Context: an optimization exercise on an open-source flow, tuned for small area. The choices shown serve that exercise and are no tape-out recipe.
In this exercise RTL edits were held to simulation tests only and were not proved equivalent to the original.
The clock port is modelled as an ideal driver; clocking choices that lean on that would not hold on a real chip.
Power and IR drop assume default switching activity.

==> flow/design.v <==
module pwm_module (
    input wire clk,
    input wire reset,                     
    input wire run,                       
    input wire [8:0] pwm_input,           
    output reg ChannelA,
    output reg ChannelB,
    output reg PWM_out
);
    reg [7:0] quo;
    reg [8:0] rem_x;
    wire [8:0] rem = rem_x ^ 9'd164;
    reg       cmp_q;                      
    reg       direction;                  
    wire [9:0] rem_inc  = {1'b0, rem} + 10'd51;
    wire       step     = rem_inc[9];
    wire [8:0] rem_next = rem + (step ? 9'd63 : 9'd51);
    wire       wrap = (quo == 8'd254);
    wire [7:0] tog;
    assign tog[0] = step & ~wrap;
    genvar i;
    generate for (i = 1; i < 8; i = i + 1) begin : g_tog
        assign tog[i] = step & ((&quo[i-1:0]) | wrap);
    end endgenerate
    always @(posedge clk) begin
        rem_x <= run ? (rem_next ^ 9'd164) : 9'd0;
        quo   <= run ? (quo ^ tog) : 8'd0;
    end
    wire       s   = pwm_input[8];
    wire [7:0] r   = quo ^ {8{s}};
    wire       on  = (pwm_input[7:0] > r) ^ s;
    always @(posedge clk or posedge reset) begin
        if (reset) begin
            cmp_q     <= 1'b0;
            direction <= 1'b0;
            PWM_out   <= 1'b0;
            ChannelA  <= 1'b0;
            ChannelB  <= 1'b0;
        end else begin
            cmp_q     <= on & run;
            direction <= s & run;
            PWM_out   <= cmp_q;
            ChannelA  <= ~direction;
            ChannelB  <= direction;
        end
    end
endmodule
module pwm_bus_demo #(
        parameter pwm_WIDTH = 16,
        parameter DATA_WIDTH = 16
    ) (
        input  wire [7:0]  slave_address,      
        input  wire        slave_read,         
        output reg  [DATA_WIDTH-1:0] slave_readdata,     
        input  wire        slave_write,        
        input  wire [DATA_WIDTH-1:0] slave_writedata,    
        input  wire        clk,           
        input  wire        reset,         
        input  wire [(DATA_WIDTH/8)-1:0] slave_byteenable,
        output wire channel_A,   
        output wire channel_B,   
        output wire pwm_out
    );
    reg [DATA_WIDTH-1:0] mem;
    wire                 run = channel_A | channel_B;
    pwm_module my_ip(
        .clk(clk),
        .reset(reset),
        .run(run),
        .pwm_input(mem[8:0]),
        .ChannelA(channel_A),
        .ChannelB(channel_B),
        .PWM_out(pwm_out)
    );
    wire                  rd_load = slave_read & ~reset;
    wire [DATA_WIDTH-1:0] mem_d, rd_d;
    bus_sel #(.W(DATA_WIDTH)) mem_sel (
        .a(slave_writedata), .sa(slave_write),
        .b(mem),             .sb(~slave_write & run),
        .y(mem_d)
    );
    bus_sel #(.W(DATA_WIDTH)) rd_sel (
        .a(mem),             .sa(rd_load & run),
        .b(slave_readdata),  .sb(~rd_load),
        .y(rd_d)
    );
    always @(posedge clk) begin
        mem <= mem_d;
    end
    always @(posedge clk) begin
        slave_readdata <= rd_d;
    end
endmodule
module bus_sel #(
    parameter W = 16
) (
    input  wire [W-1:0] a,
    input  wire         sa,
    input  wire [W-1:0] b,
    input  wire         sb,
    output wire [W-1:0] y
);
    assign y = (a & {W{sa}}) | (b & {W{sb}});
endmodule
==> flow/config.mk <==
export PLATFORM = sky130hd
export DESIGN_NAME = pwm_bus_demo
export DESIGN_NICKNAME = pwm_bus_demo
export VERILOG_FILES = /design/flow/design.v
export SDC_FILE = /design/flow/constraint.sdc
export NUM_CORES = 4
export LEC_CHECK = 0
export CAP_MARGIN = 20
export CORE_AREA = 2.3 2.72 61.64 61.2
export DIE_AREA = 0 0 64 64
export PLACE_DENSITY = 0.85
export SLEW_MARGIN = 20
export SYNTH_HIERARCHICAL = 1
export SYNTH_MINIMUM_KEEP_SIZE = 0
==> flow/constraint.sdc <==
create_clock -name core_clock -period 32.0 [get_ports {clk}]
set_input_delay 6.4000 -clock core_clock [delete_from_list [all_inputs] [get_ports {clk}]]
set_output_delay 6.4000 -clock core_clock [all_outputs]
set_load 0.01 [all_outputs]
standard.sh (not shown) runs the stock make flow with config.mk's settings and CLKGATE_MAP_FILE= SYNTH_SCRIPT=/design/flow/synth_recipe.tcl, a recipe that flattens the netlist after the stock synthesis.
==> flow/flow/run.sh <==
#!/bin/bash
# Own layout flow for pwm_bus_demo:
#  1. the standard synthesis, unchanged (standard.sh synth);
#  2. the combinational cells between the registers re-mapped by ABC for area
#     (registers are kept as they are: same instances, names and cell types;
#     so are the and-or selects, a22o, that feed the bus registers);
#  3. the rest of the standard ORFS flow, with the 1x buffer on every port;
#     the clock is buffered by flow/pre_cts.tcl (one clock buffer per group of
#     nearby registers) just before CTS, which then has nothing left to add.
# Each tool's output goes to a log of its own in the work folder.
set -euo pipefail
cd "$(dirname "$0")/.."
W=$PWD
P=${FLOW_PLATFORM:-sky130hd}
R=$W/orfs/results/$P/pwm_bus_demo/base
LIB=$FLOW_HOME/platforms/$P/lib/sky130_fd_sc_hd__tt_025C_1v80.lib
YOSYS=$(command -v yosys || echo "$FLOW_HOME/../tools/install/yosys/bin/yosys")

export BUFFER_PORTS_ARGS="-buffer_cell sky130_fd_sc_hd__buf_1"
export PRE_GLOBAL_PLACE_TCL=$W/flow/upsize.tcl
# Clock buffers placed by flow/pre_cts.tcl (one per group of nearby registers)
# before CTS, which then finds the clock already buffered and adds nothing.
export PRE_CTS_TCL=$W/flow/pre_cts.tcl
export CLK_BUF_GROUPS=${CLK_BUF_GROUPS:-4}
export CLK_BUF_CELL=sky130_fd_sc_hd__clkbuf_8
export CTS_ARGS="-sink_clustering_enable -repair_clock_nets -dont_use_dummy_load"

bash standard.sh synth > log_1_standard_synth.log 2>&1
cp "$R/1_2_yosys.v" "$W/synth_standard.v"

# Cells the platform marks don't-use, for ABC to leave out.
DONT_USE=$(sed -n '/^export DONT_USE_CELLS/,/^$/p' "$FLOW_HOME/platforms/$P/config.mk" \
  | grep -o 'sky130_fd_sc_hd__[A-Za-z0-9_]*' | sed 's/^/-dont_use /' | tr '\n' ' ')

# Two ABC scripts; the netlist with the smaller cell area is kept.
best=""; best_area=""
for s in area area2; do
  cat > "$W/reopt_$s.ys" <<EOF
read_liberty -ignore_miss_func $LIB
read_verilog $W/synth_standard.v
hierarchy -top $FLOW_TOP
chtype -map sky130_fd_sc_hd__a22o_2 sky130_fd_sc_hd__a22o_1 t:sky130_fd_sc_hd__a22o_2
chtype -map sky130_fd_sc_hd__a22o_4 sky130_fd_sc_hd__a22o_1 t:sky130_fd_sc_hd__a22o_4
setattr -mod -set keep_hierarchy 1 sky130_fd_sc_hd__df* sky130_fd_sc_hd__edf* sky130_fd_sc_hd__sdf* sky130_fd_sc_hd__dl* sky130_fd_sc_hd__a22o_1
flatten
techmap
opt -fast
select $FLOW_TOP
abc -liberty $LIB -script $W/flow/$s.abc $DONT_USE
opt_clean
write_verilog -noattr -selected $W/synth_reopt_$s.v
design -reset
read_liberty -lib $LIB
read_verilog $W/synth_reopt_$s.v
hierarchy -top $FLOW_TOP
tee -o $W/synth_reopt_$s.area stat -liberty $LIB
EOF
  "$YOSYS" -s "$W/reopt_$s.ys" > "log_2_reopt_$s.log" 2>&1
  a=$(awk '/Chip area for/ {print $NF}' "$W/synth_reopt_$s.area" | tail -1)
  echo "reopt $s: area $a" >> log_2_reopt_choice.log
  if [[ -z "$best" ]] || awk -v a="$a" -v b="$best_area" 'BEGIN {exit !(a < b)}'; then
    best=$s; best_area=$a
  fi
done
echo "kept $best" >> log_2_reopt_choice.log
cp "$W/synth_reopt_$best.v" "$W/synth_reopt.v"
cp "$W/synth_reopt.v" "$R/1_2_yosys.v"
rm -f "$R/1_synth.odb" "$R/1_synth.sdc"

bash standard.sh > log_3_standard_layout.log 2>&1
Other scripts of this flow, unchanged in this note and not shown: flow/flow/area.abc, flow/flow/area2.abc, flow/flow/pre_cts.tcl, flow/flow/upsize.tcl
Edit:
--- a/flow/design.v
+++ b/flow/design.v
@@ -4,13 +4,14 @@
     input wire run,                       
     input wire [8:0] pwm_input,           
     output reg ChannelA,
     output reg ChannelB,
     output reg PWM_out
 );
-    reg [7:0] quo;
+    reg [7:0] quo_x;
+    wire [7:0] quo = ~quo_x;
     reg [8:0] rem_x;
     wire [8:0] rem = rem_x ^ 9'd164;
     reg       cmp_q;                      
     reg       direction;                  
     wire [9:0] rem_inc  = {1'b0, rem} + 10'd51;
     wire       step     = rem_inc[9];
@@ -21,30 +22,32 @@
     genvar i;
     generate for (i = 1; i < 8; i = i + 1) begin : g_tog
         assign tog[i] = step & ((&quo[i-1:0]) | wrap);
     end endgenerate
     always @(posedge clk) begin
         rem_x <= run ? (rem_next ^ 9'd164) : 9'd0;
-        quo   <= run ? (quo ^ tog) : 8'd0;
+        quo_x <= run ? ~(quo ^ tog) : 8'hff;
     end
     wire       s   = pwm_input[8];
     wire [7:0] r   = quo ^ {8{s}};
     wire       on  = (pwm_input[7:0] > r) ^ s;
+    wire dir_run = direction & run;
+    always @(posedge clk) begin
+        direction <= s & run;
+    end
     always @(posedge clk or posedge reset) begin
         if (reset) begin
             cmp_q     <= 1'b0;
-            direction <= 1'b0;
             PWM_out   <= 1'b0;
             ChannelA  <= 1'b0;
             ChannelB  <= 1'b0;
         end else begin
             cmp_q     <= on & run;
-            direction <= s & run;
             PWM_out   <= cmp_q;
-            ChannelA  <= ~direction;
-            ChannelB  <= direction;
+            ChannelA  <= ~dir_run;
+            ChannelB  <= dir_run;
         end
     end
 endmodule
 module pwm_bus_demo #(
         parameter pwm_WIDTH = 16,
         parameter DATA_WIDTH = 16
What happened: Sequential share of layout area increases by 0.17 points; power went up by 2.2%; sequential power falls by about 0.5%; maximum frequency came out higher by 0.73%; flip-flop and latch count is unchanged; core utilization falls by 0.48 points; final cell count came out higher by 3.5%; synthesized area shrinks by 1.0%; final area came out lower by 0.77%.

## separate check: timing with driven ports
The flow's constraints put no driver on any port. The routed layouts listed below were extracted and timed again, unchanged, in two steps. Step 1 assumes that a clkbuf_16 drives the clock port and a buf_2 every other input. Step 2 also shifts input and output timing later by t, the mid clock arrival at the registers, as if the neighbouring blocks saw the same clock. Three values: ideal ports, drivers, drivers and shift; two values: the first two.
| run | t, ns | setup WS [ns] | hold WS [ns] | pins driven straight from the clock port |
|---|---|---|---|---|
| the first run | 0.190 | 24.350 / 24.374 / 24.184 | 0.348 / 0.348 / 0.348 | 4 |
| the second run | 0.195 | 24.405 / 24.440 / 24.245 | 0.356 / 0.356 / 0.356 | 4 |
After both steps every run listed still meets setup and hold. The setup slack of the first run, which loses most, moves by +0.024 ns with the drivers and by -0.166 ns with both steps.
